From an optimization exercise on the open Yosys and OpenROAD flow, aimed at small area and a short achievable clock period; shortcuts taken in it are not production practice. RTL that was checked went through simulation tests only; none was proved equivalent to the original. Only the layout flow was run in run 1; the RTL was not checked for function there. No activity file was given, so power comes from the tool's default toggle rates.

==> flow/design.v <==
module reduce_prime2r(
    input               clk,rst_n,
    input [69:0]        c,
    output reg [24:0]   res
    );
  wire n1;
  wire n2;
  wire n3;
  wire n4;
  wire n5;
  wire n6;
  wire n7;
  wire n8;
  wire n9;
  wire n10;
  wire n11;
  wire n12;
  wire n13;
  wire n14;
  wire n15;
  wire n16;
  wire n17;
  wire n18;
  wire n19;
  wire n20;
  wire n21;
  wire n22;
  wire n23;
  wire n24;
  wire n25;
  wire n26;
  wire n27;
  wire n28;
  wire n29;
  wire n30;
  wire n31;
  wire n32;
  wire n33;
  wire n34;
  wire n35;
  wire n36;
  wire n37;
  wire n38;
  wire n39;
  wire n40;
  wire n41;
  wire n42;
  wire n43;
  wire n44;
  wire n45;
  wire n46;
  wire n47;
  wire n48;
  wire n49;
  wire n50;
  wire n51;
  wire n52;
  wire n53;
  wire n54;
  wire n55;
  wire n56;
  wire n57;
  wire n58;
  wire n59;
  wire n60;
  wire n61;
  wire n62;
  wire n63;
  wire n64;
  wire n65;
  wire n66;
  wire n67;
  wire n68;
  wire n69;
  wire n70;
  wire n71;
  wire n72;
  wire n73;
  wire n74;
  wire n75;
  wire n76;
  wire n77;
  wire n78;
  wire n79;
  wire n80;
  wire n81;
  wire n82;
  wire n83;
  wire n84;
  wire n85;
  wire n86;
  wire n87;
  wire n88;
  wire n89;
  wire n90;
  wire n91;
  wire n92;
  wire n93;
  wire n94;
  wire n95;
  wire n96;
  wire n97;
  wire n98;
  wire n99;
  wire n100;
  wire n101;
  wire n102;
  wire n103;
  wire n104;
  wire n105;
  wire n106;
  wire n107;
  wire n108;
  wire n109;
  wire n110;
  wire n111;
  wire n112;
  wire n113;
  wire n114;
  wire n115;
  wire n116;
  wire n117;
  wire n118;
  wire n119;
  wire n120;
  wire n121;
  wire n122;
  wire n123;
  wire n124;
  wire n125;
  wire n126;
  wire n127;
  wire n128;
  wire n129;
  wire n130;
  wire n131;
  wire n132;
  wire n133;
  wire n134;
  wire n135;
  wire n136;
  wire n137;
  wire n138;
  wire n139;
  wire n140;
  wire n141;
  wire n142;
  wire n143;
  wire n144;
  wire n145;
  wire n146;
  wire n147;
  wire n148;
  wire n149;
  wire n150;
  wire n151;
  wire n152;
  wire n153;
  wire n154;
  wire n155;
  wire n156;
  wire n157;
  wire n158;
  wire n159;
  wire n160;
  wire n161;
  wire n162;
  wire n163;
  wire n164;
  wire n165;
  wire n166;
  wire n167;
  wire n168;
  wire n169;
  wire n170;
  wire n171;
  wire n172;
  wire n173;
  wire n174;
  wire n175;
  wire n176;
  wire n177;
  wire n178;
  wire n179;
  wire n180;
  wire n181;
  wire n182;
  wire n183;
  wire n184;
  wire n185;
  wire n186;
  wire n187;
  wire n188;
  wire n189;
  wire n190;
  wire n191;
  wire n192;
  wire n193;
  wire n194;
  wire n195;
  wire n196;
  wire n197;
  wire n198;
  wire n199;
  wire n200;
  wire n201;
  wire n202;
  wire n203;
  wire n204;
  wire n205;
  wire n206;
  wire n207;
  wire n208;
  wire n209;
  wire n210;
  wire n211;
  wire n212;
  wire n213;
  wire n214;
  wire n215;
  wire n216;
  wire n217;
  wire n218;
  wire n219;
  wire n220;
  wire n221;
  wire n222;
  wire n223;
  wire n224;
  wire n225;
  wire n226;
  wire n227;
  wire n228;
  wire n229;
  wire n230;
  wire n231;
  wire n232;
  wire n233;
  wire n234;
  wire n235;
  wire n236;
  wire n237;
  wire n238;
  wire n239;
  wire n240;
  wire n241;
  wire n242;
  wire n243;
  wire n244;
  wire n245;
  wire n246;
  wire n247;
  wire n248;
  wire n249;
  wire n250;
  wire n251;
  wire n252;
  wire n253;
  wire n254;
  wire n255;
  wire n256;
  wire n257;
  wire n258;
  wire n259;
  wire n260;
  wire n261;
  wire n262;
  wire n263;
  wire n264;
  wire n265;
  wire n266;
  wire n267;
  wire n268;
  wire n269;
  wire n270;
  wire n271;
  wire n272;
  wire n273;
  wire n274;
  wire n275;
  wire n276;
  wire n277;
  wire n278;
  wire n279;
  wire n280;
  wire n281;
  wire n282;
  wire n283;
  wire n284;
  wire n285;
  wire n286;
  wire n287;
  wire n288;
  wire n289;
  wire n290;
  wire n291;
  wire n292;
  wire n293;
  wire n294;
  wire n295;
  wire n296;
  wire n297;
  wire n298;
  wire n299;
  wire n300;
  wire n301;
  wire n302;
  wire n303;
  wire n304;
  wire n305;
  wire n306;
  wire n307;
  wire n308;
  wire n309;
  wire n310;
  wire n311;
  wire n312;
  wire n313;
  wire n314;
  wire n315;
  wire n316;
  wire n317;
  wire n318;
  wire n319;
  wire n320;
  wire n321;
  wire n322;
  wire n323;
  wire n324;
  wire n325;
  wire n326;
  wire n327;
  wire n328;
  wire n329;
  wire n330;
  wire n331;
  wire n332;
  wire n333;
  wire n334;
  wire n335;
  wire n336;
  wire n337;
  wire n338;
  assign n1 = ~c[30];
  fa_cell u_fa1 (.a(c[6]), .b(c[24]), .c(n1), .s(n2), .co(n3));
  assign n4 = ~c[31];
  fa_cell u_fa2 (.a(c[7]), .b(c[25]), .c(n4), .s(n5), .co(n6));
  assign n7 = ~c[32];
  fa_cell u_fa3 (.a(c[8]), .b(c[26]), .c(n7), .s(n8), .co(n9));
  assign n10 = ~c[33];
  fa_cell u_fa4 (.a(c[9]), .b(c[27]), .c(n10), .s(n11), .co(n12));
  assign n13 = ~c[34];
  fa_cell u_fa5 (.a(c[10]), .b(c[28]), .c(n13), .s(n14), .co(n15));
  assign n16 = ~c[35];
  fa_cell u_fa6 (.a(c[11]), .b(c[29]), .c(n16), .s(n17), .co(n18));
  assign n19 = ~c[36];
  fa_cell u_fa7 (.a(c[12]), .b(c[30]), .c(n19), .s(n20), .co(n21));
  assign n22 = ~c[37];
  fa_cell u_fa8 (.a(c[13]), .b(c[31]), .c(n22), .s(n23), .co(n24));
  assign n25 = ~c[38];
  fa_cell u_fa9 (.a(c[14]), .b(c[32]), .c(n25), .s(n26), .co(n27));
  assign n28 = ~c[39];
  fa_cell u_fa10 (.a(c[15]), .b(c[33]), .c(n28), .s(n29), .co(n30));
  assign n31 = ~c[40];
  fa_cell u_fa11 (.a(c[16]), .b(c[34]), .c(n31), .s(n32), .co(n33));
  assign n34 = ~c[41];
  fa_cell u_fa12 (.a(c[17]), .b(c[35]), .c(n34), .s(n35), .co(n36));
  assign n37 = ~c[42];
  fa_cell u_fa13 (.a(c[18]), .b(c[36]), .c(n37), .s(n38), .co(n39));
  assign n40 = ~c[43];
  fa_cell u_fa14 (.a(c[19]), .b(c[37]), .c(n40), .s(n41), .co(n42));
  assign n43 = ~c[44];
  fa_cell u_fa15 (.a(c[20]), .b(c[38]), .c(n43), .s(n44), .co(n45));
  assign n46 = ~c[45];
  fa_cell u_fa16 (.a(c[21]), .b(c[39]), .c(n46), .s(n47), .co(n48));
  assign n49 = ~c[46];
  fa_cell u_fa17 (.a(c[22]), .b(c[40]), .c(n49), .s(n50), .co(n51));
  assign n52 = ~c[47];
  fa_cell u_fa18 (.a(c[23]), .b(c[41]), .c(n52), .s(n53), .co(n54));
  assign n55 = c[0] ^ c[24];
  assign n56 = c[0] & ~c[24];
  assign n57 = ~c[48];
  fa_cell u_fa19 (.a(n57), .b(c[42]), .c(n55), .s(n58), .co(n59));
  assign n60 = ~c[25];
  fa_cell u_fa20 (.a(c[1]), .b(n60), .c(c[49]), .s(n61), .co(n62));
  fa_cell u_fa21 (.a(n40), .b(n56), .c(n61), .s(n63), .co(n64));
  assign n65 = ~c[26];
  fa_cell u_fa22 (.a(c[2]), .b(n65), .c(c[50]), .s(n66), .co(n67));
  fa_cell u_fa23 (.a(n43), .b(n62), .c(n66), .s(n68), .co(n69));
  assign n70 = ~c[27];
  fa_cell u_fa24 (.a(c[3]), .b(n70), .c(c[51]), .s(n71), .co(n72));
  fa_cell u_fa25 (.a(n46), .b(n67), .c(n71), .s(n73), .co(n74));
  assign n75 = ~c[28];
  fa_cell u_fa26 (.a(c[4]), .b(n75), .c(c[52]), .s(n76), .co(n77));
  fa_cell u_fa27 (.a(n49), .b(n72), .c(n76), .s(n78), .co(n79));
  assign n80 = ~c[29];
  fa_cell u_fa28 (.a(c[5]), .b(n80), .c(c[53]), .s(n81), .co(n82));
  fa_cell u_fa29 (.a(n52), .b(n77), .c(n81), .s(n83), .co(n84));
  assign n85 = c[54] ^ c[42];
  assign n86 = c[54] | c[42];
  fa_cell u_fa30 (.a(n2), .b(n54), .c(n82), .s(n87), .co(n88));
  assign n89 = ~n85;
  fa_cell u_fa31 (.a(n89), .b(n87), .c(n84), .s(n90), .co(n91));
  fa_cell u_fa32 (.a(n57), .b(c[55]), .c(c[43]), .s(n92), .co(n93));
  fa_cell u_fa33 (.a(n86), .b(n5), .c(n3), .s(n94), .co(n95));
  fa_cell u_fa34 (.a(n92), .b(n88), .c(n94), .s(n96), .co(n97));
  assign n98 = ~c[49];
  fa_cell u_fa35 (.a(n98), .b(c[56]), .c(c[44]), .s(n99), .co(n100));
  fa_cell u_fa36 (.a(n8), .b(n6), .c(n93), .s(n101), .co(n102));
  fa_cell u_fa37 (.a(n99), .b(n95), .c(n101), .s(n103), .co(n104));
  assign n105 = ~c[50];
  fa_cell u_fa38 (.a(n105), .b(c[57]), .c(c[45]), .s(n106), .co(n107));
  fa_cell u_fa39 (.a(n11), .b(n9), .c(n100), .s(n108), .co(n109));
  fa_cell u_fa40 (.a(n106), .b(n102), .c(n108), .s(n110), .co(n111));
  assign n112 = ~c[51];
  fa_cell u_fa41 (.a(n112), .b(c[58]), .c(c[46]), .s(n113), .co(n114));
  fa_cell u_fa42 (.a(n14), .b(n12), .c(n107), .s(n115), .co(n116));
  fa_cell u_fa43 (.a(n113), .b(n109), .c(n115), .s(n117), .co(n118));
  assign n119 = ~c[52];
  fa_cell u_fa44 (.a(n119), .b(c[59]), .c(c[47]), .s(n120), .co(n121));
  fa_cell u_fa45 (.a(n17), .b(n15), .c(n114), .s(n122), .co(n123));
  fa_cell u_fa46 (.a(n120), .b(n116), .c(n122), .s(n124), .co(n125));
  assign n126 = ~c[53];
  fa_cell u_fa47 (.a(c[48]), .b(n126), .c(c[60]), .s(n127), .co(n128));
  fa_cell u_fa48 (.a(n20), .b(n18), .c(n121), .s(n129), .co(n130));
  fa_cell u_fa49 (.a(n127), .b(n123), .c(n129), .s(n131), .co(n132));
  assign n133 = ~c[54];
  fa_cell u_fa50 (.a(c[49]), .b(n133), .c(c[61]), .s(n134), .co(n135));
  fa_cell u_fa51 (.a(n23), .b(n21), .c(n128), .s(n136), .co(n137));
  fa_cell u_fa52 (.a(n134), .b(n130), .c(n136), .s(n138), .co(n139));
  assign n140 = ~c[55];
  fa_cell u_fa53 (.a(c[50]), .b(n140), .c(c[62]), .s(n141), .co(n142));
  fa_cell u_fa54 (.a(n26), .b(n24), .c(n135), .s(n143), .co(n144));
  fa_cell u_fa55 (.a(n141), .b(n137), .c(n143), .s(n145), .co(n146));
  assign n147 = ~c[56];
  fa_cell u_fa56 (.a(c[51]), .b(n147), .c(c[63]), .s(n148), .co(n149));
  fa_cell u_fa57 (.a(n29), .b(n27), .c(n142), .s(n150), .co(n151));
  fa_cell u_fa58 (.a(n148), .b(n144), .c(n150), .s(n152), .co(n153));
  assign n154 = ~c[57];
  fa_cell u_fa59 (.a(c[52]), .b(n154), .c(c[64]), .s(n155), .co(n156));
  fa_cell u_fa60 (.a(n32), .b(n30), .c(n149), .s(n157), .co(n158));
  fa_cell u_fa61 (.a(n155), .b(n151), .c(n157), .s(n159), .co(n160));
  assign n161 = ~c[58];
  fa_cell u_fa62 (.a(c[53]), .b(n161), .c(c[65]), .s(n162), .co(n163));
  fa_cell u_fa63 (.a(n35), .b(n33), .c(n156), .s(n164), .co(n165));
  fa_cell u_fa64 (.a(n162), .b(n158), .c(n164), .s(n166), .co(n167));
  assign n168 = ~c[59];
  fa_cell u_fa65 (.a(c[54]), .b(n168), .c(c[66]), .s(n169), .co(n170));
  fa_cell u_fa66 (.a(n38), .b(n36), .c(n163), .s(n171), .co(n172));
  fa_cell u_fa67 (.a(n169), .b(n165), .c(n171), .s(n173), .co(n174));
  assign n175 = ~c[60];
  fa_cell u_fa68 (.a(c[55]), .b(n175), .c(c[67]), .s(n176), .co(n177));
  fa_cell u_fa69 (.a(n41), .b(n39), .c(n170), .s(n178), .co(n179));
  fa_cell u_fa70 (.a(n176), .b(n172), .c(n178), .s(n180), .co(n181));
  assign n182 = ~c[61];
  fa_cell u_fa71 (.a(c[56]), .b(n182), .c(c[68]), .s(n183), .co(n184));
  fa_cell u_fa72 (.a(n44), .b(n42), .c(n177), .s(n185), .co(n186));
  fa_cell u_fa73 (.a(n183), .b(n179), .c(n185), .s(n187), .co(n188));
  assign n189 = ~c[62];
  fa_cell u_fa74 (.a(c[57]), .b(n189), .c(c[69]), .s(n190), .co(n191));
  fa_cell u_fa75 (.a(n47), .b(n45), .c(n184), .s(n192), .co(n193));
  fa_cell u_fa76 (.a(n190), .b(n186), .c(n192), .s(n194), .co(n195));
  assign n196 = c[58] ^ c[63];
  assign n197 = c[58] & ~c[63];
  fa_cell u_fa77 (.a(n50), .b(n48), .c(n191), .s(n198), .co(n199));
  assign n200 = ~n196;
  fa_cell u_fa78 (.a(n200), .b(n193), .c(n198), .s(n201), .co(n202));
  assign n203 = c[59] ^ c[64];
  assign n204 = c[59] & ~c[64];
  fa_cell u_fa79 (.a(n197), .b(n53), .c(n51), .s(n205), .co(n206));
  assign n207 = ~n203;
  fa_cell u_fa80 (.a(n207), .b(n199), .c(n205), .s(n208), .co(n209));
  assign n210 = c[60] ^ c[65];
  assign n211 = n210;
  assign n212 = n204 ^ n211;
  assign n213 = n212 ^ n206;
  assign n214 = c[0] | ~c[24];
  assign n215 = c[1] & ~c[25];
  assign n216 = c[1] ^ ~c[25];
  assign n217 = c[2] & ~c[26];
  assign n218 = c[2] ^ ~c[26];
  assign n219 = c[3] & ~c[27];
  assign n220 = c[3] ^ ~c[27];
  assign n221 = c[4] & ~c[28];
  assign n222 = c[4] ^ ~c[28];
  assign n223 = c[5] & ~c[29];
  assign n224 = c[5] ^ ~c[29];
  assign n225 = n5 & n3;
  assign n226 = n5 ^ n3;
  assign n227 = n8 & n6;
  assign n228 = n8 ^ n6;
  assign n229 = n11 & n9;
  assign n230 = n11 ^ n9;
  assign n231 = n14 & n12;
  assign n232 = n14 ^ n12;
  assign n233 = n17 & n15;
  assign n234 = n17 ^ n15;
  assign n235 = n20 & n18;
  assign n236 = n20 ^ n18;
  assign n237 = n23 & n21;
  assign n238 = n23 ^ n21;
  assign n239 = n26 & n24;
  assign n240 = n26 ^ n24;
  assign n241 = n29 & n27;
  assign n242 = n29 ^ n27;
  assign n243 = n32 & n30;
  assign n244 = n32 ^ n30;
  assign n245 = n35 & n33;
  assign n246 = n35 ^ n33;
  assign n247 = n38 & n36;
  assign n248 = n38 ^ n36;
  assign n249 = n41 & n39;
  assign n250 = n41 ^ n39;
  assign n251 = n44 & n42;
  assign n252 = n44 ^ n42;
  assign n253 = n47 & n45;
  assign n254 = n47 ^ n45;
  assign n255 = n50 & n48;
  assign n256 = n50 ^ n48;
  assign n257 = n53 & n51;
  assign n258 = n53 ^ n51;
  assign n259 = n215 | (n216 & n214);
  assign n260 = n216 & 1'b1;
  assign n261 = n219 | (n220 & n217);
  assign n262 = n220 & n218;
  assign n263 = n223 | (n224 & n221);
  assign n264 = n224 & n222;
  assign n265 = n225 | (n226 & 1'b0);
  assign n266 = n226 & n2;
  assign n267 = n229 | (n230 & n227);
  assign n268 = n230 & n228;
  assign n269 = n233 | (n234 & n231);
  assign n270 = n234 & n232;
  assign n271 = n217 | (n218 & n259);
  assign n272 = n218 & n260;
  assign n273 = n261 | (n262 & n259);
  assign n274 = n262 & n260;
  assign n275 = 1'b0 | (n2 & n263);
  assign n276 = n2 & n264;
  assign n277 = n265 | (n266 & n263);
  assign n278 = n266 & n264;
  assign n279 = n231 | (n232 & n267);
  assign n280 = n232 & n268;
  assign n281 = n269 | (n270 & n267);
  assign n282 = n270 & n268;
  assign n283 = n221 | (n222 & n273);
  assign n284 = n222 & n274;
  assign n285 = n263 | (n264 & n273);
  assign n286 = n264 & n274;
  assign n287 = n275 | (n276 & n273);
  assign n288 = n276 & n274;
  assign n289 = n277 | (n278 & n273);
  assign n290 = n278 & n274;
  assign n291 = n227 | (n228 & n289);
  assign n292 = n228 & n290;
  assign n293 = n267 | (n268 & n289);
  assign n294 = n268 & n290;
  assign n295 = n279 | (n280 & n289);
  assign n296 = n280 & n290;
  assign n297 = n281 | (n282 & n289);
  assign n298 = n282 & n290;
  assign n299 = n237 | (n238 & n235);
  assign n300 = n238 & n236;
  assign n301 = n241 | (n242 & n239);
  assign n302 = n242 & n240;
  assign n303 = n245 | (n246 & n243);
  assign n304 = n246 & n244;
  assign n305 = n249 | (n250 & n247);
  assign n306 = n250 & n248;
  assign n307 = n253 | (n254 & n251);
  assign n308 = n254 & n252;
  assign n309 = n257 | (n258 & n255);
  assign n310 = n258 & n256;
  assign n311 = n239 | (n240 & n299);
  assign n312 = n240 & n300;
  assign n313 = n301 | (n302 & n299);
  assign n314 = n302 & n300;
  assign n315 = n247 | (n248 & n303);
  assign n316 = n248 & n304;
  assign n317 = n305 | (n306 & n303);
  assign n318 = n306 & n304;
  assign n319 = n255 | (n256 & n307);
  assign n320 = n256 & n308;
  assign n321 = n309 | (n310 & n307);
  assign n322 = n310 & n308;
  assign n323 = n243 | (n244 & n313);
  assign n324 = n244 & n314;
  assign n325 = n303 | (n304 & n313);
  assign n326 = n304 & n314;
  assign n327 = n315 | (n316 & n313);
  assign n328 = n316 & n314;
  assign n329 = n317 | (n318 & n313);
  assign n330 = n318 & n314;
  assign n331 = n251 | (n252 & n329);
  assign n332 = n252 & n330;
  assign n333 = n307 | (n308 & n329);
  assign n334 = n308 & n330;
  assign n335 = n319 | (n320 & n329);
  assign n336 = n320 & n330;
  assign n337 = n321 | (n322 & n329);
  assign n338 = n322 & n330;
  wire [24:0] wa = {n209, n202, n195, n188, n181, n174, n167, n160, n153, n146, n139, n132, n125, n118, n111, n104, n97, n91, n90, n79, n74, n69, n64, n59, n54};
  wire [24:0] wb = {n213, n208, n201, n194, n187, n180, n173, n166, n159, n152, n145, n138, n131, n124, n117, n110, n103, n96, 1'b0, n83, n78, n73, n68, n63, n58};
  wire wdg0 = n297;
  wire wdg1 = n337;
  wire wdp1 = n338;
  reg [24:0] ra, rb;
  reg rdg0, rdg1, rdp1;
  always @(posedge clk) begin
    ra <= wa; rb <= wb; rdg0 <= wdg0; rdg1 <= wdg1; rdp1 <= wdp1;
  end
  wire m1;
  wire m2;
  wire m3;
  wire m4;
  wire m5;
  wire m6;
  wire m7;
  wire m8;
  wire m9;
  wire m10;
  wire m11;
  wire m12;
  wire m13;
  wire m14;
  wire m15;
  wire m16;
  wire m17;
  wire m18;
  wire m19;
  wire m20;
  wire m21;
  wire m22;
  wire m23;
  wire m24;
  wire m25;
  wire m26;
  wire m27;
  wire m28;
  wire m29;
  wire m30;
  wire m31;
  wire m32;
  wire m33;
  wire m34;
  wire m35;
  wire m36;
  wire m37;
  wire m38;
  wire m39;
  wire m40;
  wire m41;
  wire m42;
  wire m43;
  wire m44;
  wire m45;
  wire m46;
  wire m47;
  wire m48;
  wire m49;
  wire m50;
  wire m51;
  wire m52;
  wire m53;
  wire m54;
  wire m55;
  wire m56;
  wire m57;
  wire m58;
  wire m59;
  wire m60;
  wire m61;
  wire m62;
  wire m63;
  wire m64;
  wire m65;
  wire m66;
  wire m67;
  wire m68;
  wire m69;
  wire m70;
  wire m71;
  wire m72;
  wire m73;
  wire m74;
  wire m75;
  wire m76;
  wire m77;
  wire m78;
  wire m79;
  wire m80;
  wire m81;
  wire m82;
  wire m83;
  wire m84;
  wire m85;
  wire m86;
  wire m87;
  wire m88;
  wire m89;
  wire m90;
  wire m91;
  wire m92;
  wire m93;
  wire m94;
  wire m95;
  wire m96;
  wire m97;
  wire m98;
  wire m99;
  wire m100;
  wire m101;
  wire m102;
  wire m103;
  wire m104;
  wire m105;
  wire m106;
  wire m107;
  wire m108;
  wire m109;
  wire m110;
  wire m111;
  wire m112;
  wire m113;
  wire m114;
  wire m115;
  wire m116;
  wire m117;
  wire m118;
  wire m119;
  wire m120;
  wire m121;
  wire m122;
  wire m123;
  wire m124;
  wire m125;
  wire m126;
  wire m127;
  wire m128;
  wire m129;
  wire m130;
  wire m131;
  wire m132;
  wire m133;
  wire m134;
  wire m135;
  wire m136;
  wire m137;
  wire m138;
  wire m139;
  wire m140;
  wire m141;
  wire m142;
  wire m143;
  wire m144;
  wire m145;
  wire m146;
  wire m147;
  wire m148;
  wire m149;
  wire m150;
  wire m151;
  wire m152;
  wire m153;
  wire m154;
  wire m155;
  wire m156;
  wire m157;
  wire m158;
  wire m159;
  wire m160;
  wire m161;
  wire m162;
  wire m163;
  wire m164;
  wire m165;
  wire m166;
  wire m167;
  wire m168;
  wire m169;
  wire m170;
  wire m171;
  wire m172;
  wire m173;
  wire m174;
  wire m175;
  wire m176;
  wire m177;
  wire m178;
  assign m1 = (rdg1 | (rdp1 & rdg0));
  assign m2 = ~ra[0] ^ ~rb[0];
  assign m3 = ~ra[0] & ~rb[0];
  assign m4 = ~ra[1] ^ rb[1];
  assign m5 = ~ra[1] & rb[1];
  assign m6 = ra[2] ^ rb[2];
  assign m7 = ra[2] & rb[2];
  assign m8 = ra[3] ^ rb[3];
  assign m9 = ra[3] & rb[3];
  assign m10 = ra[4] ^ rb[4];
  assign m11 = ra[4] & rb[4];
  assign m12 = ra[5] ^ rb[5];
  assign m13 = ra[5] & rb[5];
  assign m14 = ra[7] ^ rb[7];
  assign m15 = ra[7] & rb[7];
  assign m16 = ra[8] ^ rb[8];
  assign m17 = ra[8] & rb[8];
  assign m18 = ra[9] ^ rb[9];
  assign m19 = ra[9] & rb[9];
  assign m20 = ra[10] ^ rb[10];
  assign m21 = ra[10] & rb[10];
  assign m22 = ra[11] ^ rb[11];
  assign m23 = ra[11] & rb[11];
  assign m24 = ra[12] ^ rb[12];
  assign m25 = ra[12] & rb[12];
  assign m26 = ra[13] ^ rb[13];
  assign m27 = ra[13] & rb[13];
  assign m28 = ra[14] ^ rb[14];
  assign m29 = ra[14] & rb[14];
  assign m30 = ra[15] ^ rb[15];
  assign m31 = ra[15] & rb[15];
  assign m32 = ra[16] ^ rb[16];
  assign m33 = ra[16] & rb[16];
  assign m34 = ra[17] ^ rb[17];
  assign m35 = ra[17] & rb[17];
  assign m36 = ra[18] ^ rb[18];
  assign m37 = ra[18] & rb[18];
  assign m38 = ra[19] ^ rb[19];
  assign m39 = ra[19] & rb[19];
  assign m40 = ra[20] ^ rb[20];
  assign m41 = ra[20] & rb[20];
  assign m42 = ra[21] ^ rb[21];
  assign m43 = ra[21] & rb[21];
  assign m44 = ra[22] ^ rb[22];
  assign m45 = ra[22] & rb[22];
  assign m46 = ra[23] ^ rb[23];
  assign m47 = ra[23] & rb[23];
  assign m48 = m5 | (m4 & m3);
  assign m49 = m4 & m2;
  assign m50 = m9 | (m8 & m7);
  assign m51 = m8 & m6;
  assign m52 = m13 | (m12 & m11);
  assign m53 = m12 & m10;
  assign m54 = m7 | (m6 & m48);
  assign m55 = m6 & m49;
  assign m56 = m50 | (m51 & m48);
  assign m57 = m51 & m49;
  assign m58 = m11 | (m10 & m56);
  assign m59 = m10 & m57;
  assign m60 = m52 | (m53 & m56);
  assign m61 = m53 & m57;
  assign m62 = m3 | (m2 & ~m1);
  assign m63 = m48 | (m49 & ~m1);
  assign m64 = m54 | (m55 & ~m1);
  assign m65 = m56 | (m57 & ~m1);
  assign m66 = m58 | (m59 & ~m1);
  assign m67 = m60 | (m61 & ~m1);
  assign m68 = ra[6] | m60;
  assign m69 = ra[6] & (m60 | m61);
  assign m70 = m1 ? m68 : m69;
  assign m71 = m17 | (m16 & m15);
  assign m72 = m16 & m14;
  assign m73 = m21 | (m20 & m19);
  assign m74 = m20 & m18;
  assign m75 = m25 | (m24 & m23);
  assign m76 = m24 & m22;
  assign m77 = m29 | (m28 & m27);
  assign m78 = m28 & m26;
  assign m79 = m33 | (m32 & m31);
  assign m80 = m32 & m30;
  assign m81 = m37 | (m36 & m35);
  assign m82 = m36 & m34;
  assign m83 = m41 | (m40 & m39);
  assign m84 = m40 & m38;
  assign m85 = m45 | (m44 & m43);
  assign m86 = m44 & m42;
  assign m87 = m19 | (m18 & m71);
  assign m88 = m18 & m72;
  assign m89 = m73 | (m74 & m71);
  assign m90 = m74 & m72;
  assign m91 = m27 | (m26 & m75);
  assign m92 = m26 & m76;
  assign m93 = m77 | (m78 & m75);
  assign m94 = m78 & m76;
  assign m95 = m35 | (m34 & m79);
  assign m96 = m34 & m80;
  assign m97 = m81 | (m82 & m79);
  assign m98 = m82 & m80;
  assign m99 = m43 | (m42 & m83);
  assign m100 = m42 & m84;
  assign m101 = m85 | (m86 & m83);
  assign m102 = m86 & m84;
  assign m103 = m23 | (m22 & m89);
  assign m104 = m22 & m90;
  assign m105 = m75 | (m76 & m89);
  assign m106 = m76 & m90;
  assign m107 = m91 | (m92 & m89);
  assign m108 = m92 & m90;
  assign m109 = m93 | (m94 & m89);
  assign m110 = m94 & m90;
  assign m111 = m39 | (m38 & m97);
  assign m112 = m38 & m98;
  assign m113 = m83 | (m84 & m97);
  assign m114 = m84 & m98;
  assign m115 = m99 | (m100 & m97);
  assign m116 = m100 & m98;
  assign m117 = m101 | (m102 & m97);
  assign m118 = m102 & m98;
  assign m119 = m31 | (m30 & m109);
  assign m120 = m30 & m110;
  assign m121 = m79 | (m80 & m109);
  assign m122 = m80 & m110;
  assign m123 = m95 | (m96 & m109);
  assign m124 = m96 & m110;
  assign m125 = m97 | (m98 & m109);
  assign m126 = m98 & m110;
  assign m127 = m111 | (m112 & m109);
  assign m128 = m112 & m110;
  assign m129 = m113 | (m114 & m109);
  assign m130 = m114 & m110;
  assign m131 = m115 | (m116 & m109);
  assign m132 = m116 & m110;
  assign m133 = m117 | (m118 & m109);
  assign m134 = m118 & m110;
  assign m135 = m47 | (m46 & m133);
  assign m136 = m46 & m134;
  assign m137 = m15 | (m14 & m70);
  assign m138 = m71 | (m72 & m70);
  assign m139 = m87 | (m88 & m70);
  assign m140 = m89 | (m90 & m70);
  assign m141 = m103 | (m104 & m70);
  assign m142 = m105 | (m106 & m70);
  assign m143 = m107 | (m108 & m70);
  assign m144 = m109 | (m110 & m70);
  assign m145 = m119 | (m120 & m70);
  assign m146 = m121 | (m122 & m70);
  assign m147 = m123 | (m124 & m70);
  assign m148 = m125 | (m126 & m70);
  assign m149 = m127 | (m128 & m70);
  assign m150 = m129 | (m130 & m70);
  assign m151 = m131 | (m132 & m70);
  assign m152 = m133 | (m134 & m70);
  assign m153 = m135 | (m136 & m70);
  assign m154 = m2 ^ ~m1;
  assign m155 = m4 ^ m62;
  assign m156 = m6 ^ m63;
  assign m157 = m8 ^ m64;
  assign m158 = m10 ^ m65;
  assign m159 = m12 ^ m66;
  assign m160 = ra[6] ^ m1 ^ m67;
  assign m161 = m14 ^ m70;
  assign m162 = m16 ^ m137;
  assign m163 = m18 ^ m138;
  assign m164 = m20 ^ m139;
  assign m165 = m22 ^ m140;
  assign m166 = m24 ^ m141;
  assign m167 = m26 ^ m142;
  assign m168 = m28 ^ m143;
  assign m169 = m30 ^ m144;
  assign m170 = m32 ^ m145;
  assign m171 = m34 ^ m146;
  assign m172 = m36 ^ m147;
  assign m173 = m38 ^ m148;
  assign m174 = m40 ^ m149;
  assign m175 = m42 ^ m150;
  assign m176 = m44 ^ m151;
  assign m177 = m46 ^ m152;
  assign m178 = ra[24] ^ rb[24] ^ m1 ^ m153;
  wire [24:0] sum = {m178, m177, m176, m175, m174, m173, m172, m171, m170, m169, m168, m167, m166, m165, m164, m163, m162, m161, m160, m159, m158, m157, m156, m155, m154};
  always @(posedge clk or negedge rst_n)
    if (!rst_n) res <= 25'd0;
    else res <= sum;
endmodule
module fa_cell(input a, b, c, output s, co);
  assign s = a ^ b ^ c;
  assign co = (a & b) | (a & c) | (b & c);
endmodule
==> flow/flow/run.sh <==
#!/bin/bash
set -euo pipefail
export BUFFER_PORTS_ARGS="-buffer_cell sky130_fd_sc_hd__buf_1"
bash standard.sh > standard_flow.log 2>&1
==> flow/standard.sh <==
#!/bin/bash
# synth_recipe.tcl (not shown) runs the flow's synth.tcl, then flattens the netlist and writes it again
# the make line also repeats each setting of config.mk as NAME=value (left out here)
make -C /OpenROAD-flow-scripts/flow DESIGN_CONFIG=/design/flow/config.mk WORK_HOME=/design/flow/orfs CLKGATE_MAP_FILE= SYNTH_SCRIPT=/design/flow/synth_recipe.tcl "${@:-finish}"
==> flow/config.mk <==
export PLATFORM = sky130hd
export DESIGN_NAME = reduce_prime2r
export DESIGN_NICKNAME = reduce_prime2r
export VERILOG_FILES = /design/flow/design.v
export SDC_FILE = /design/flow/constraint.sdc
export NUM_CORES = 4
export LEC_CHECK = 0
export CAP_MARGIN = 20
export CORE_MARGIN = 2
export CORE_UTILIZATION = 60
export CTS_BUF_LIST = sky130_fd_sc_hd__clkbuf_4 sky130_fd_sc_hd__clkbuf_8
export PLACE_DENSITY = 0.75
export SETUP_SLACK_MARGIN = 2.8
export SLEW_MARGIN = 20
export SYNTH_HIERARCHICAL = 1
==> flow/constraint.sdc <==
create_clock -name core_clock -period 5.3 [get_ports {clk}]
set_input_delay 1.0600 -clock core_clock [delete_from_list [all_inputs] [get_ports {clk}]]
set_output_delay 1.0600 -clock core_clock [all_outputs]
set_load 0.01 [all_outputs]
==> results of run 1 <==
-- per-module statistics from Yosys, one instance, submodules excluded --
module,flops+latches,cell area (sq um),cells inside,copies in the design
reduce_prime2r,77,3680,351,1
fa_cell,0,20.0,1,80
-- state kept, by name (all words and copies together), names as in the netlist --
| name | cells |
|---|---|
| ra | 25 |
| rb | 24 |
| rdg0 | 1 |
| rdg1 | 1 |
| rdp1 | 1 |
| res | 25 |
-- cells by family after synthesis --
| kind of cell | after synthesis |
|---|---|
| xor gates and xnor gates | 23 |
| buffers and inverters | 65 |
| AOI/OAI and AO/OA | 77 |
| adders and majority gates | 132 |
| muxes | 1 |
| and+or+nand+nor | 56 |
| DFF | 77 |
-- worst max-delay path, delay by kind of cell --
kind | cells | cell delay, ns
compound gates | 4 | 0.68
buf+inv | 1 | 0.10
fa+ha+maj | 2 | 0.81
simple gates | 2 | 0.18
-- cells in the mapped netlist (all sizes together), types with 3 or more instances --
master	instances	area [sq um]
a2111oi	3	32.5
a211oi	4	40.0
a21o	6	45.0
a21oi	21	109
a31oi	3	18.8
and4	4	35.0
clkbuf	4	15.0
dfrtp	25	626
dfxtp	52	1040
fa	82	1640
ha	50	626
inv	60	225
nand2	11	43.8
nand2b	3	18.8
nand4	5	31.3
nor2	13	48.8
nor2b	3	18.8
nor3	5	25.0
o211ai	5	42.5
o21ai	12	60.1
o311ai	4	52.6
o31ai	3	22.5
xnor2	17	149
xor2	6	52.6
-- cells in the final DEF, fill, tap and decap left out, drive strengths merged, types with 11 or more instances in the layout --
cell type  Yosys  layout
dfrtp         25      25
inv           60      62
fa            82      82
xnor2         17      17
o21ai         12      12
ha            50      50
buf            1     107
nand2         11      11
nor2          13      13
dfxtp         52      52
a21oi         21      21
clkbuf         4      14
-- where the power goes --
group          total (mW)  internal, mW  switching, mW
combinational        1.81         0.830          0.984
clock               0.559         0.324          0.235
sequential          0.930         0.842         0.0876
total                3.30          2.00           1.31
-- final cells by class --
class / instances / area share [%]
timing repair buffer: 111 / 9.14
inverter: 60 / 3.92
multi-input combinational: 289 / 55.1
clock inverter: 6 / 1.84
clock buffer: 10 / 2.04
tap: 108 / 2.10
sequential: 77 / 25.8
-- what timing repair did --
| action | CTS | global route |
|---|---|---|
| buffers inserted | 5 | 9 |
| resized for setup | 58 | 41 |
| endpoints found under the setup margin | 24 | 22 |
| endpoints found under the hold margin | 0 | 0 |
| pin swaps | 19 | 24 |
| hold buffers | 0 | 0 |
-- worst max path at each step --
stage | startpoint | endpoint | slack (ns) | depth (start not counted)
after floorplan | c[27] | rdg0 | 2.51 | 6
after global placement | c[49] | rb[9] | 2.24 | 5
after detailed placement | c[37] | rdg1 | 2.19 | 10
after CTS | c[32] | rb[14] | 2.71 | 5
after global routing | c[31] | rdg1 | 2.59 | 9
final | c[31] | rdg1 | 2.68 | 9
-- layer usage --
layer	GRT usage, %	wire length, um	vias up
met2	44.9	6250	161
met5	0	0	-
met3	4.65	742	22
li1	-	-	1684
met4	7.91	303	0
met1	37.9	5460	1796
-- stage by stage --
step	instances	total power, mW
6_report	661	3.30
4_1_cts	652	3.18
5_1_grt	661	3.54
3_3_place_gp	631	2.49
2_1_floorplan	431	2.15
3_5_place_dp	631	2.57
==> PnR_summary.wiki, run 1 <==
{| class="wikitable"
! Metric !! Value
|-
| Cell count of the worst reg-to-reg path || 7
|-
| Final Max Slew Viols || 0
|-
| Aggregate global routing overflow || 0
|-
| Final Net Count || 752
|-
| Avg Synthesized Cell Area || 12.3 sq um
|-
| Worst rel slew slack || 68.2%
|-
| Number of instances in the synthesized netlist || 431
|-
| Highest attainable clock frequency || 382 MHz
|-
| Max-capacitance violation count || 0
|-
| Sequential cell area || 1670 sq um
|-
| Simple-Gate Fraction of Synth Area || 5.83%
|-
| Number of input and output port buffers inserted || 96
|-
| H-tree depth || 3
|-
| Data arrival time of the worst path || 2.84 ns
|-
| Number of I/O pins || 97
|-
| Crit path setup slack, layout || 2.68 ns
|-
| IR drop worst, VDD || 0.200 mV
|-
| Worst slack at placement || 2.19 ns
|-
| Number of synthesized flops with an enable pin || 0
|-
| Synth Area in Adders || 42.9%
|-
| Highest fanout seen on the critical path || 2
|-
| Site row count || 34
|-
| Detailed placer's ending HPWL || 10,200 um
|-
| Via Count || 3,663
|-
| Vias per std cell || 5.54
|-
| Number of remaining DRC errors || 0
|-
| Required @ worst endpoint || 5.52 ns
|-
| Die height || 97.8 um
|-
| Proportion of register bits with asynchronous set or reset after synthesis || 32.5%
|-
| Pin count of the biggest net entering global routing || 26
|-
| Synthesis warning total || 7
|-
| Area of the multi-input gates || 3550 sq um
|-
| Final setup violation count || 0
|-
| Flop-to-flop setup slack || 2.86 ns
|-
| Wire length of the first global-routing pass || 19,900 um
|-
| Status || no timing/DRC/antenna violations
|-
| Critical Path Sink Type || flip-flop
|-
| Hold Path Cell Cnt || 1
|-
| Number of hold-slack violations in the final timing report || 0
|-
| Clock transition time at the flip-flop clock pins of the worst setup and hold paths || 0.09 ns
|-
| Number of DRC violations after detailed-routing iteration 0 || 164
|-
| Number of CTS-inserted buffers || 9
|-
| Core Region || 8640 sq um
|-
| Critical path, cell by cell || buf_6 -> fa_2 -> ha_4 -> a21oi_1 -> nor2b_1 -> o21ai_1 -> nand2b_1 -> a2111oi_4 -> o31ai_1
|-
| CTS tree || built
|-
| Signed area change from the synthesized netlist to the final layout || 22.1%
|-
| Setup_tns || 0 ns
|-
| Power density over the cells || 512 nW/um^2
|-
| Endpoint of the most critical register-to-register path || res[24]
|-
| Final wirelength || 12,800 um
|-
| Synth Area in Compound Gates || 10.9%
|-
| Share of final-layout standard cells stronger than drive strength 1 || 24.4%
|-
| Critical Path Max Stage Delay || 0.60 ns
|-
| Placed inst area || 5830 sq um
|-
| Count of nets left with antenna violations after detail routing || 0
|-
| Total Routing Usage GR || 27.3%
|-
| Crit Reg-Reg Startpoint || ra[12]
|-
| Clock Root Buffer || clkbuf_8
|-
| WL per Instance || 19.3 um
|-
| Fraction of the core area covered by cells at the end of the flow || 74.7%
|-
| Hold Path Sink || res[6]
|-
| Ratio of final minimum period to clock period || 49.4%
|-
| Ys flop type || dfxtp_1
|-
| Largest family of logic cells by synthesized area || adder cells
|-
| Xor/xnor cell area share of the yosys netlist || 3.81%
|-
| Post-route cell area || 6450 sq um
|-
| Critical Path Source Type || input port
|-
| Layout Skew || 0.0106 ns
|-
| Initial standard-cell utilization of the core || 61.2%
|-
| Number of sinks handled by clock tree synthesis || 77
|-
| Source-to-sink clock delay at the later pin of the worst-skew pair || 0.36 ns
|-
| Vias in the first global route || 3,897
|-
| Count of filler cells inserted in the layout || 576
|-
| Multiplexer fraction of the synthesized cell area || 0.189%
|-
| Floorplan die area || 9570 sq um
|-
| Buffer depth of the longest clock path || 2
|-
| Leakage || 2.81 nW
|-
| Sequential element share of the synthesized area || 31.5%
|-
| Synthesized net count || 635
|-
| Post-Synthesis Cell Area || 5280 sq um
|-
| Kind of critical path || in2reg
|-
| Worst-case hold slack || 0.549 ns
|-
| Number of antenna violations at the first check in global routing || 0
|-
| Yosys reg bits || 77
|-
| Setup repair after global routing missed its margin || true
|-
| Worst slew pin tran || 0.471 ns
|-
| Hold WC Path Type || reg2reg
|-
| Cell with the largest stage delay on the worst path || fa_2
|-
| Launch point of the worst hold path || ra[6]
|-
| Weighted congestion at the end of routability-driven global placement || 0.944
|-
| Number of library cell types mapped by synthesis || 57
|-
| Antenna Cells || 0
|-
| Detailed-routing iteration count for the pre-antenna-repair pass || 4
|-
| Final Critical Period || 2.62 ns
|-
| Die extent in x || 97.8 um
|}
==> inputs of run 2 (changes only) <==
--- a/flow/design.v
+++ b/flow/design.v
@@ -318,28 +318,4 @@
   wire n313;
   wire n314;
-  wire n315;
-  wire n316;
-  wire n317;
-  wire n318;
-  wire n319;
-  wire n320;
-  wire n321;
-  wire n322;
-  wire n323;
-  wire n324;
-  wire n325;
-  wire n326;
-  wire n327;
-  wire n328;
-  wire n329;
-  wire n330;
-  wire n331;
-  wire n332;
-  wire n333;
-  wire n334;
-  wire n335;
-  wire n336;
-  wire n337;
-  wire n338;
   assign n1 = ~c[30];
   fa_cell u_fa1 (.a(c[6]), .b(c[24]), .c(n1), .s(n2), .co(n3));
@@ -476,137 +452,95 @@
   assign n213 = n212 ^ n206;
   assign n214 = c[0] | ~c[24];
-  assign n215 = c[1] & ~c[25];
-  assign n216 = c[1] ^ ~c[25];
-  assign n217 = c[2] & ~c[26];
-  assign n218 = c[2] ^ ~c[26];
-  assign n219 = c[3] & ~c[27];
-  assign n220 = c[3] ^ ~c[27];
-  assign n221 = c[4] & ~c[28];
-  assign n222 = c[4] ^ ~c[28];
-  assign n223 = c[5] & ~c[29];
-  assign n224 = c[5] ^ ~c[29];
-  assign n225 = n5 & n3;
-  assign n226 = n5 ^ n3;
-  assign n227 = n8 & n6;
-  assign n228 = n8 ^ n6;
-  assign n229 = n11 & n9;
-  assign n230 = n11 ^ n9;
-  assign n231 = n14 & n12;
-  assign n232 = n14 ^ n12;
-  assign n233 = n17 & n15;
-  assign n234 = n17 ^ n15;
-  assign n235 = n20 & n18;
-  assign n236 = n20 ^ n18;
-  assign n237 = n23 & n21;
-  assign n238 = n23 ^ n21;
-  assign n239 = n26 & n24;
-  assign n240 = n26 ^ n24;
-  assign n241 = n29 & n27;
-  assign n242 = n29 ^ n27;
-  assign n243 = n32 & n30;
-  assign n244 = n32 ^ n30;
-  assign n245 = n35 & n33;
-  assign n246 = n35 ^ n33;
-  assign n247 = n38 & n36;
-  assign n248 = n38 ^ n36;
-  assign n249 = n41 & n39;
-  assign n250 = n41 ^ n39;
-  assign n251 = n44 & n42;
-  assign n252 = n44 ^ n42;
-  assign n253 = n47 & n45;
-  assign n254 = n47 ^ n45;
-  assign n255 = n50 & n48;
-  assign n256 = n50 ^ n48;
-  assign n257 = n53 & n51;
-  assign n258 = n53 ^ n51;
-  assign n259 = n215 | (n216 & n214);
-  assign n260 = n216 & 1'b1;
-  assign n261 = n219 | (n220 & n217);
-  assign n262 = n220 & n218;
-  assign n263 = n223 | (n224 & n221);
-  assign n264 = n224 & n222;
-  assign n265 = n225 | (n226 & 1'b0);
-  assign n266 = n226 & n2;
-  assign n267 = n229 | (n230 & n227);
-  assign n268 = n230 & n228;
-  assign n269 = n233 | (n234 & n231);
-  assign n270 = n234 & n232;
-  assign n271 = n217 | (n218 & n259);
-  assign n272 = n218 & n260;
-  assign n273 = n261 | (n262 & n259);
-  assign n274 = n262 & n260;
-  assign n275 = 1'b0 | (n2 & n263);
-  assign n276 = n2 & n264;
-  assign n277 = n265 | (n266 & n263);
-  assign n278 = n266 & n264;
-  assign n279 = n231 | (n232 & n267);
-  assign n280 = n232 & n268;
-  assign n281 = n269 | (n270 & n267);
-  assign n282 = n270 & n268;
-  assign n283 = n221 | (n222 & n273);
-  assign n284 = n222 & n274;
-  assign n285 = n263 | (n264 & n273);
-  assign n286 = n264 & n274;
-  assign n287 = n275 | (n276 & n273);
-  assign n288 = n276 & n274;
-  assign n289 = n277 | (n278 & n273);
-  assign n290 = n278 & n274;
-  assign n291 = n227 | (n228 & n289);
-  assign n292 = n228 & n290;
-  assign n293 = n267 | (n268 & n289);
-  assign n294 = n268 & n290;
-  assign n295 = n279 | (n280 & n289);
-  assign n296 = n280 & n290;
-  assign n297 = n281 | (n282 & n289);
-  assign n298 = n282 & n290;
-  assign n299 = n237 | (n238 & n235);
-  assign n300 = n238 & n236;
-  assign n301 = n241 | (n242 & n239);
-  assign n302 = n242 & n240;
-  assign n303 = n245 | (n246 & n243);
-  assign n304 = n246 & n244;
-  assign n305 = n249 | (n250 & n247);
-  assign n306 = n250 & n248;
-  assign n307 = n253 | (n254 & n251);
-  assign n308 = n254 & n252;
-  assign n309 = n257 | (n258 & n255);
-  assign n310 = n258 & n256;
-  assign n311 = n239 | (n240 & n299);
-  assign n312 = n240 & n300;
-  assign n313 = n301 | (n302 & n299);
-  assign n314 = n302 & n300;
-  assign n315 = n247 | (n248 & n303);
-  assign n316 = n248 & n304;
-  assign n317 = n305 | (n306 & n303);
-  assign n318 = n306 & n304;
-  assign n319 = n255 | (n256 & n307);
-  assign n320 = n256 & n308;
-  assign n321 = n309 | (n310 & n307);
-  assign n322 = n310 & n308;
-  assign n323 = n243 | (n244 & n313);
-  assign n324 = n244 & n314;
-  assign n325 = n303 | (n304 & n313);
-  assign n326 = n304 & n314;
-  assign n327 = n315 | (n316 & n313);
-  assign n328 = n316 & n314;
-  assign n329 = n317 | (n318 & n313);
-  assign n330 = n318 & n314;
-  assign n331 = n251 | (n252 & n329);
-  assign n332 = n252 & n330;
-  assign n333 = n307 | (n308 & n329);
-  assign n334 = n308 & n330;
-  assign n335 = n319 | (n320 & n329);
-  assign n336 = n320 & n330;
-  assign n337 = n321 | (n322 & n329);
-  assign n338 = n322 & n330;
+  gpn_cell u_gp1 (.a(c[1]), .b(~c[25]), .ng(n215), .nt(n216));
+  gpn_cell u_gp2 (.a(c[2]), .b(~c[26]), .ng(n217), .nt(n218));
+  gpn_cell u_gp3 (.a(c[3]), .b(~c[27]), .ng(n219), .nt(n220));
+  gpn_cell u_gp4 (.a(c[4]), .b(~c[28]), .ng(n221), .nt(n222));
+  gpn_cell u_gp5 (.a(c[5]), .b(~c[29]), .ng(n223), .nt(n224));
+  gpn_cell u_gp7 (.a(n5), .b(n3), .ng(n225), .nt(n226));
+  gpn_cell u_gp8 (.a(n8), .b(n6), .ng(n227), .nt(n228));
+  gpn_cell u_gp9 (.a(n11), .b(n9), .ng(n229), .nt(n230));
+  gpn_cell u_gp10 (.a(n14), .b(n12), .ng(n231), .nt(n232));
+  gpn_cell u_gp11 (.a(n17), .b(n15), .ng(n233), .nt(n234));
+  gpn_cell u_gp12 (.a(n20), .b(n18), .ng(n235), .nt(n236));
+  gpn_cell u_gp13 (.a(n23), .b(n21), .ng(n237), .nt(n238));
+  gpn_cell u_gp14 (.a(n26), .b(n24), .ng(n239), .nt(n240));
+  gpn_cell u_gp15 (.a(n29), .b(n27), .ng(n241), .nt(n242));
+  gpn_cell u_gp16 (.a(n32), .b(n30), .ng(n243), .nt(n244));
+  gpn_cell u_gp17 (.a(n35), .b(n33), .ng(n245), .nt(n246));
+  gpn_cell u_gp18 (.a(n38), .b(n36), .ng(n247), .nt(n248));
+  gpn_cell u_gp19 (.a(n41), .b(n39), .ng(n249), .nt(n250));
+  gpn_cell u_gp20 (.a(n44), .b(n42), .ng(n251), .nt(n252));
+  gpn_cell u_gp21 (.a(n47), .b(n45), .ng(n253), .nt(n254));
+  gpn_cell u_gp22 (.a(n50), .b(n48), .ng(n255), .nt(n256));
+  gpn_cell u_gp23 (.a(n53), .b(n51), .ng(n257), .nt(n258));
+  assign n259 = ~n215 | (~n216 & n214);
+  assign n260 = ~n216 & 1'b1;
+  assign n261 = ~n219 | (~n220 & ~n217);
+  assign n262 = ~n220 & ~n218;
+  assign n263 = ~n223 | (~n224 & ~n221);
+  assign n264 = ~n224 & ~n222;
+  assign n265 = ~n217 | (~n218 & n259);
+  assign n266 = ~n218 & n260;
+  assign n267 = n261 | (n262 & n259);
+  assign n268 = n262 & n260;
+  assign n269 = ~n221 | (~n222 & n267);
+  assign n270 = ~n222 & n268;
+  assign n271 = n263 | (n264 & n267);
+  assign n272 = n264 & n268;
+  assign n273 = ~n225 | (~n226 & 1'b0);
+  assign n274 = ~n226 & n2;
+  assign n275 = ~n229 | (~n230 & ~n227);
+  assign n276 = ~n230 & ~n228;
+  assign n277 = ~n233 | (~n234 & ~n231);
+  assign n278 = ~n234 & ~n232;
+  assign n279 = ~n227 | (~n228 & n273);
+  assign n280 = ~n228 & n274;
+  assign n281 = n275 | (n276 & n273);
+  assign n282 = n276 & n274;
+  assign n283 = ~n231 | (~n232 & n281);
+  assign n284 = ~n232 & n282;
+  assign n285 = n277 | (n278 & n281);
+  assign n286 = n278 & n282;
+  assign n287 = ~n237 | (~n238 & ~n235);
+  assign n288 = ~n238 & ~n236;
+  assign n289 = ~n241 | (~n242 & ~n239);
+  assign n290 = ~n242 & ~n240;
+  assign n291 = ~n245 | (~n246 & ~n243);
+  assign n292 = ~n246 & ~n244;
+  assign n293 = ~n239 | (~n240 & n287);
+  assign n294 = ~n240 & n288;
+  assign n295 = n289 | (n290 & n287);
+  assign n296 = n290 & n288;
+  assign n297 = ~n243 | (~n244 & n295);
+  assign n298 = ~n244 & n296;
+  assign n299 = n291 | (n292 & n295);
+  assign n300 = n292 & n296;
+  assign n301 = ~n249 | (~n250 & ~n247);
+  assign n302 = ~n250 & ~n248;
+  assign n303 = ~n253 | (~n254 & ~n251);
+  assign n304 = ~n254 & ~n252;
+  assign n305 = ~n257 | (~n258 & ~n255);
+  assign n306 = ~n258 & ~n256;
+  assign n307 = ~n251 | (~n252 & n301);
+  assign n308 = ~n252 & n302;
+  assign n309 = n303 | (n304 & n301);
+  assign n310 = n304 & n302;
+  assign n311 = ~n255 | (~n256 & n309);
+  assign n312 = ~n256 & n310;
+  assign n313 = n305 | (n306 & n309);
+  assign n314 = n306 & n310;
   wire [24:0] wa = {n209, n202, n195, n188, n181, n174, n167, n160, n153, n146, n139, n132, n125, n118, n111, n104, n97, n91, n90, n79, n74, n69, n64, n59, n54};
   wire [24:0] wb = {n213, n208, n201, n194, n187, n180, n173, n166, n159, n152, n145, n138, n131, n124, n117, n110, n103, n96, 1'b0, n83, n78, n73, n68, n63, n58};
-  wire wdg0 = n297;
-  wire wdg1 = n337;
-  wire wdp1 = n338;
+  wire wdg0 = n271;
+  wire wdg1 = n285;
+  wire wdp1 = n286;
+  wire wdg2 = n299;
+  wire wdp2 = n300;
+  wire wdg3 = n313;
+  wire wdp3 = n314;
   reg [24:0] ra, rb;
-  reg rdg0, rdg1, rdp1;
+  reg rdg0, rdg1, rdp1, rdg2, rdp2, rdg3, rdp3;
   always @(posedge clk) begin
-    ra <= wa; rb <= wb; rdg0 <= wdg0; rdg1 <= wdg1; rdp1 <= wdp1;
+    ra <= wa; rb <= wb; rdg0 <= wdg0; rdg1 <= wdg1; rdp1 <= wdp1; rdg2 <= wdg2; rdp2 <= wdp2; rdg3 <= wdg3; rdp3 <= wdp3;
   end
   wire m1;
@@ -788,5 +722,5 @@
   wire m177;
   wire m178;
-  assign m1 = (rdg1 | (rdp1 & rdg0));
+  assign m1 = (rdg3 | (rdp3 & (rdg2 | (rdp2 & (rdg1 | (rdp1 & rdg0))))));
   assign m2 = ~ra[0] ^ ~rb[0];
   assign m3 = ~ra[0] & ~rb[0];
@@ -975,2 +909,6 @@
   assign co = (a & b) | (a & c) | (b & c);
 endmodule
+module gpn_cell(input a, b, output ng, nt);
+  assign ng = ~(a & b);
+  assign nt = ~(a | b);
+endmodule
--- a/flow/config.mk
+++ b/flow/config.mk
@@ -11,5 +11,5 @@
 export CTS_BUF_LIST = sky130_fd_sc_hd__clkbuf_4 sky130_fd_sc_hd__clkbuf_8
 export PLACE_DENSITY = 0.75
-export SETUP_SLACK_MARGIN = 2.8
+export SETUP_SLACK_MARGIN = 2.6
 export SLEW_MARGIN = 20
 export SYNTH_HIERARCHICAL = 1
==> run 2 against run 1 <==
  * First-iteration DRC count shrank 16%
  * Highest routed layer unchanged
  * Sequential share of layout area up 3.8 points
  * Global-route usage down 1.9 points
==> PnR_summary.wiki, run 2 <==
{| class="wikitable"
! Metric !! Value
|-
| Status || no timing/DRC/antenna violations
|-
| Number of CTS-inserted buffers || 9 (unchanged)
|-
| Source-to-sink clock delay at the later pin of the worst-skew pair || 0.35 ns (about the same)
|-
| Number of synthesized flops with an enable pin || 0 (unchanged)
|-
| Synthesized net count || 644 (+1.4%)
|-
| Share of final-layout standard cells stronger than drive strength 1 || 4.89% (-20 points)
|-
| Leakage || 2.61 nW (-7.2%)
|-
| Setup crit end || rb[20]
|-
| Clock Root Buffer || clkbuf_8
|-
| Number of sinks handled by clock tree synthesis || 81 (+5.2%)
|-
| Kind of critical path || in2reg
|-
| Final Critical Period || 2.63 ns (+0.0126 ns)
|-
| Fraction of the core area covered by cells at the end of the flow || 71.0% (-3.7 points)
|-
| Final wirelength || 11,100 um (-13%)
|-
| Required @ worst endpoint || 5.54 ns (+0.02 ns)
|-
| Detailed-routing iteration count for the pre-antenna-repair pass || 5 (+1)
|-
| Number of input and output port buffers inserted || 96 (unchanged)
|-
| Worst slew pin tran || 0.581 ns (+0.110 ns)
|-
| Final setup violation count || 0 (unchanged)
|-
| Flop-to-flop setup slack || 2.88 ns (+0.02 ns)
|-
| Crit Reg-Reg Startpoint || ra[8]
|-
| Final Net Count || 750 (-0.27%)
|-
| Initial standard-cell utilization of the core || 62.6% (+1.4 points)
|-
| Global routing's busiest layer || met2
|-
| Most frequent standard cell in the layout excluding fill and tap cells || buf_1
|-
| Worst slack at placement || 2.32 ns (+0.122 ns)
|-
| Detailed placer's ending HPWL || 9500 um (-6.5%)
|-
| Avg Synthesized Cell Area || 11.2 sq um (-8.2%)
|-
| Registers with the most flip-flops || ra: 25 flops, res: 25 flops, rb: 24 flops
|-
| Top cell types by occurrence after synthesis || fa_1 (82), inv_1 (65), dfxtp_1 (56), nand2_1 (34), nor2_1 (33)
|-
| Synthesis warning total || 7 (unchanged)
|-
| Worst rel slew slack || 61.0% (-7.3 points)
|-
| Setup_tns || 0 ns (unchanged)
|-
| Hold WC Path Type || reg2reg
|-
| Aggregate global routing overflow || 0 (unchanged)
|-
| Post-Synthesis Cell Area || 5200 sq um (-1.6%)
|-
| Final instance count without filler cells || 678 (+2.6%)
|-
| GRT met3 Usage || 4.89% (+0.24 points)
|-
| Critical Path Sink Type || flip-flop
|-
| Crit path setup slack, layout || 2.67 ns (-0.0126 ns)
|-
| Number of remaining DRC errors || 0 (unchanged)
|-
| CP Launch Point || c[44]
|-
| Buffers inserted during post-CTS setup optimization || 0 (-5)
|-
| Max-capacitance violation count || 0 (unchanged)
|-
| Pin count of the biggest net entering global routing || 26 (unchanged)
|-
| Portion of synthesized cell area occupied by the leading cell type || 31.6% (+0.52 points)
|-
| IR drop worst, VDD || 0.202 mV (+1.2%)
|-
| Number of instances in the synthesized netlist || 462 (+7.2%)
|-
| Highest fanout seen on the critical path || 3 (+1)
|-
| Number of library cell types mapped by synthesis || 50 (-12%)
|-
| Number of I/O pins || 97 (unchanged)
|-
| Highest attainable clock frequency || 380 MHz (-0.48%)
|-
| Floorplan die area || 9420 sq um (-1.6%)
|-
| Core Region || 8300 sq um (-3.9%)
|-
| Post-synth top area cell || fa_1
|-
| Antenna Cells || 0 (unchanged)
|-
| Signed area change from the synthesized netlist to the final layout || 13.4%
|-
| Final Max Slew Viols || 0 (unchanged)
|-
| Setup repair after global routing missed its margin || false
|-
| Data arrival time of the worst path || 2.87 ns (+0.03 ns)
|-
| Critical Path Source Type || input port
|-
| Vias per std cell || 5.32 (-3.9%)
|-
| Yosys reg bits || 81 (+5.2%)
|-
| Main area contributors after synthesis || fa_1 (32%), dfxtp_1 (22%), dfrtp_1 (12%), ha_1 (6.7%), inv_1 (4.7%)
|-
| Wire length of the first global-routing pass || 18,300 um (-8.1%)
|-
| Buffer depth of the longest clock path || 2 (unchanged)
|-
| Die height || 97.1 um (-0.79%)
|-
| Total Routing Usage GR || 25.4% (-1.9 points)
|-
| Global-route track usage on met1 || 33.0% (-4.9 points)
|-
| Most frequent cells in the layout || buf_1 (96), fa_1 (82), inv_1 (65)
|-
| Vias in the first global route || 3,853 (-1.1%)
|-
| Count of nets left with antenna violations after detail routing || 0 (unchanged)
|-
| Via Count || 3,609 (-1.5%)
|-
| Ys flop type || dfxtp_1
|-
| Endpoint of the most critical register-to-register path || res[20]
|-
| WL per Instance || 16.4 um (-15%)
|-
| Number of antenna violations at the first check in global routing || 0 (unchanged)
|-
| Die extent in x || 97.1 um (-0.79%)
|-
| Clock transition time at the flip-flop clock pins of the worst setup and hold paths || 0.08 ns (about the same)
|-
| CTS tree || built
|-
| Area of the multi-input gates || 3200 sq um (-10%)
|-
| Count of filler cells inserted in the layout || 617 (+7.1%)
|-
| Ratio of final minimum period to clock period || 49.7% (+0.24 points)
|-
| Cell count of the worst reg-to-reg path || 8 (+1)
|-
| Proportion of register bits with asynchronous set or reset after synthesis || 30.9% (-1.6 points)
|-
| Grt met2 use || 41.4% (-3.5 points)
|-
| Site row count || 33 (-2.9%)
|-
| Number of hold-slack violations in the final timing report || 0 (unchanged)
|-
| Sequential element share of the synthesized area || 33.6% (+2.1 points)
|-
| Cell with the most instances after synthesis || fa_1
|-
| Sequential cell area || 1750 sq um (+4.8%)
|-
| Weighted congestion at the end of routability-driven global placement || 0.913 (-3.3%)
|-
| Total instance count after detailed placement || 662 (+4.9%)
|-
| H-tree depth || 3 (unchanged)
|-
| Power density over the cells || 497 nW/um^2 (-2.9%)
|-
| Layout Skew || 0.0108 ns (+0.000152 ns)
|-
| Number of DRC violations after detailed-routing iteration 0 || 137 (-16%)
|}
-- run 2: changes by cell type after synthesis, sizes merged, moves of 3 or more --
cell and change:
ha -22, nand2 +23, o211ai -5, o31ai -3, a2111oi -3, nand4 -3, o21ai +6, inv +5
nand3 +7, dfxtp +4, nor2 +20, nor2b +4
-- run 2: cell families after synthesis --
group / after synthesis / synth area share (%)
adders and majority gates: 110 / 38.3
muxes: 2 / 0.385
xor gates and xnor gates: 22 / 3.71
DFF: 81 / 33.6
AOI/OAI and AO/OA: 67 / 8.52
buffers and inverters: 67 / 4.86
and+or+nand+nor: 113 / 10.6
-- run 2: area by class of cell --
class / count / area share (%)
Multi-Input combinational cell: 314 / 54.3
Sequential cell: 81 / 29.6
Timing Repair Buffer: 97 / 6.24
Inverter: 65 / 4.14
Clock buffer: 12 / 2.59
Tap cell: 105 / 2.23
Clock inverter: 4 / 0.892
-- run 2: modules after synthesis, one instance, submodules excluded --
module / copies in the design / area, sq um / cells inside / flip-flops and latches
gpn_cell: 22 / 7.51 / 2 / 0
fa_cell: 80 / 20.0 / 1 / 0
reduce_prime2r: 1 / 3430 / 338 / 81
-- run 2: critical path, cell delays in order --
cell	delay, ns
buf_1	0.17
inv_1	0.15
fa_1	0.52
fa_1	0.57
fa_1	0.40
-- run 2: power by group --
| part | internal [mW] | switching, mW | total (mW) |
|---|---|---|---|
| sequential | 0.878 | 0.0884 | 0.966 |
| clock | 0.243 | 0.229 | 0.472 |
| combinational | 0.655 | 0.835 | 1.49 |
-- run 2: how the worst min path moves through the flow --
stage	start	endpoint	slack, ns	cells after the start
floorplan	ra[6]	res[6]	0.49	1
global placement	ra[6]	res[6]	0.56	1
detailed placement	ra[6]	res[6]	0.57	1
CTS	ra[6]	res[6]	0.58	1
global route	ra[6]	res[6]	0.60	1
finish	ra[6]	res[6]	0.58	1
-- run 2: per-stage QoR --
stage	hold WS (ns)	power (mW)	cell area (sq um)
after global routing	0.605	3.18	5890
after detailed placement	0.566	2.46	5690
after floorplan	0.487	2.07	5200
after global placement	0.557	2.39	5690
after CTS	0.576	2.94	5890
final	0.583	2.93	5890
-- run 2: routing by layer --
metal  wire, um  vias to the layer above
li1           -                     1705
met1       4780                     1748
met2       5340                      134
met3        673                       22
met4        341                        0
met5          0                        -
-- run 2: what timing repair did --
item / CTS / global route
hold buffers: 0 / 0
setup endpoints to repair: 0 / 1
resized for setup: 0 / 1
==> inputs of run 3 (changes only) <==
--- a/flow/config.mk
+++ b/flow/config.mk
@@ -11,5 +11,5 @@
 export CTS_BUF_LIST = sky130_fd_sc_hd__clkbuf_4 sky130_fd_sc_hd__clkbuf_8
 export PLACE_DENSITY = 0.75
-export SETUP_SLACK_MARGIN = 2.6
+export SETUP_SLACK_MARGIN = 2.4
 export SLEW_MARGIN = 20
 export SYNTH_HIERARCHICAL = 1
==> run 3 against run 2 <==
  * Clock-buffer cell count stayed put
  * Register-to-register slack got worse by 0.10 ns
  * Synthesized cell count is the same
  * Combinational power about the same
  * Area after synthesis unchanged
  * Maximum frequency barely moved
  * Non-clock buffer count unchanged
  * Clock power about the same
  * Core utilization unchanged
  * Critical endpoint unchanged
  * Highest routed layer unchanged
==> PnR_summary.wiki, run 3 <==
{| class="wikitable"
! Metric !! Value
|-
| Highest fanout seen on the critical path || 3 (unchanged)
|-
| Core Region || 8300 sq um (unchanged)
|-
| Cell with the most instances after synthesis || fa_1
|-
| Weighted congestion at the end of routability-driven global placement || 0.913 (unchanged)
|-
| Synthesis warning total || 7 (unchanged)
|-
| Registers with the most flip-flops || ra: 25 flops, res: 25 flops, rb: 24 flops
|-
| Post-synth top area cell || fa_1
|-
| Post-cts resize count || 0 (unchanged)
|-
| Vias per std cell || 5.33 (about the same)
|-
| Cell with the largest stage delay on the worst path || fa_1
|-
| Count of filler cells inserted in the layout || 617 (unchanged)
|-
| Setup_tns || 0 ns (unchanged)
|-
| Number of DRC violations after detailed-routing iteration 0 || 137 (unchanged)
|-
| Ys flop type || dfxtp_1
|-
| Avg Synthesized Cell Area || 11.2 sq um (unchanged)
|-
| Top cell types by occurrence after synthesis || fa_1 (82), inv_1 (65), dfxtp_1 (56), nand2_1 (34), nor2_1 (33)
|-
| Main area contributors after synthesis || fa_1 (32%), dfxtp_1 (22%), dfrtp_1 (12%), ha_1 (6.7%), inv_1 (4.7%)
|-
| WL per Instance || 16.4 um (-0.17%)
|-
| Total Routing Usage GR || 25.4% (unchanged)
|-
| Critical Path Max Stage Delay || 0.57 ns (about the same)
|-
| Count of nets left with antenna violations after detail routing || 0 (unchanged)
|-
| Max-capacitance violation count || 0 (unchanged)
|-
| IR drop worst, VDD || 0.202 mV (-0.33%)
|-
| Worst rel slew slack || 61.0% (about the same)
|-
| Vias in the first global route || 3,853 (unchanged)
|-
| Die extent in x || 97.1 um (unchanged)
|-
| Worst slew pin tran || 0.581 ns (-0.000358 ns)
|-
| Buffer depth of the longest clock path || 2 (unchanged)
|-
| Number of sinks handled by clock tree synthesis || 81 (unchanged)
|-
| Antenna Cells || 0 (unchanged)
|-
| Worst-case hold slack || 0.578 ns (-0.00452 ns)
|-
| Clock Root Buffer || clkbuf_8
|-
| Number of hold-slack violations in the final timing report || 0 (unchanged)
|-
| H-tree depth || 3 (unchanged)
|-
| Wire length of the first global-routing pass || 18,300 um (unchanged)
|-
| Power Total || 2.93 mW (about the same)
|-
| CTS tree || built
|-
| Site row count || 33 (unchanged)
|-
| Power density over the cells || 497 nW/um^2 (about the same)
|-
| Most prevalent standard cell on the critical path || fa_1
|-
| Status || no timing/DRC/antenna violations
|-
| Post-Synthesis Cell Area || 5200 sq um (unchanged)
|-
| Critical path, cell by cell || buf_1 -> inv_1 -> fa_1 -> fa_1 -> fa_1
|-
| WP buf/inv || 2 (unchanged)
|-
| Final Max Slew Viols || 0 (unchanged)
|-
| Leakage || 2.61 nW (about the same)
|-
| Number of instances in the synthesized netlist || 462 (unchanged)
|-
| Ratio of final minimum period to clock period || 49.7% (about the same)
|-
| Fraction of the core area covered by cells at the end of the flow || 71.0% (unchanged)
|}
[run 3: cell types whose count changed in the layout (fill, tap and decap cells not counted)]
cell and delta:
or2_0 +1, or2_1 -1
[run 3: cell families after synthesis]
| family | Yosys count | synth area share (%) |
|---|---|---|
| AOI/OAI and AO/OA | 67 | 8.52 |
| adders and majority gates | 110 | 38.3 |
| buffers and inverters | 67 | 4.86 |
| and+or+nand+nor | 113 | 10.6 |
| DFF | 81 | 33.6 |
| muxes | 2 | 0.385 |
| xor gates and xnor gates | 22 | 3.71 |
[run 3: worst reg2reg max path: stages (launching register included)]
cell and delay (ns):
dfxtp_1 0.31, ha_1 0.36, a21oi_1 0.25, o211a_1 0.22
or2_0 0.40, o21ai_0 0.22, o21ai_0 0.35, mux2i_1 0.22
nand3_1 0.08
[run 3: layer usage]
layer  up-vias  GRT usage [%]  wire length (um)
met4         0           11.9               356
met3        24           4.89               683
met5         -              0                 0
li1       1704              -                 -
met2       142           41.4              5290
met1      1741           33.0              4790
[run 3: report_power, final]
| group | leakage [nW] | internal (mW) | switching (mW) |
|---|---|---|---|
| sequential | 0.762 | 0.878 | 0.0882 |
| clock | 0.108 | 0.243 | 0.229 |
| combinational | 1.74 | 0.655 | 0.834 |
| total | 2.61 | 1.78 | 1.15 |
[run 3: final timing paths]
check                           slack, ns  endpoint  depth (start not counted)  startpoint
worst min register to register       0.58    res[6]                          1       ra[6]
worst min-delay path                 0.58    res[6]                          1       ra[6]
worst max register to register       2.78   res[20]                          8       ra[3]
max in group asynchronous            4.38   res[17]                          2       rst_n
min in group asynchronous            0.68    res[4]                          2       rst_n
worst max-delay path                 2.67    rb[20]                          5       c[44]
[run 3: per-stage QoR]
step | instance area, sq um | worst slack (ns) | cells
4_1_cts | 5890 | 2.69 | 678
2_1_floorplan | 5200 | 2.60 | 462
3_3_place_gp | 5690 | 2.33 | 662
3_5_place_dp | 5690 | 2.32 | 662
5_1_grt | 5890 | 2.60 | 678
6_report | 5890 | 2.67 | 678
[run 3: layout make-up]
class	count	area, sq um	area share [%]
Sequential cell	81	1750	29.6
Tap cell	105	131	2.23
Inverter	65	244	4.14
Timing Repair Buffer	97	368	6.24
Clock inverter	4	52.6	0.892
Clock buffer	12	153	2.59
Multi-Input combinational cell	314	3200	54.3
[run 3: Yosys stat by module, one instance, submodules excluded]
module          times used  cells inside  flops+latches
fa_cell                 80             1              0
reduce_prime2r           1           338             81
gpn_cell                22             2              0

Setup slack of run 3, layout unchanged: 2.665 ns with ideal ports, 2.678 ns with driving cells assumed (clock clkbuf_16, inputs buf_2), 2.293 ns with port delays also shifted by the 0.385 ns mid clock arrival.
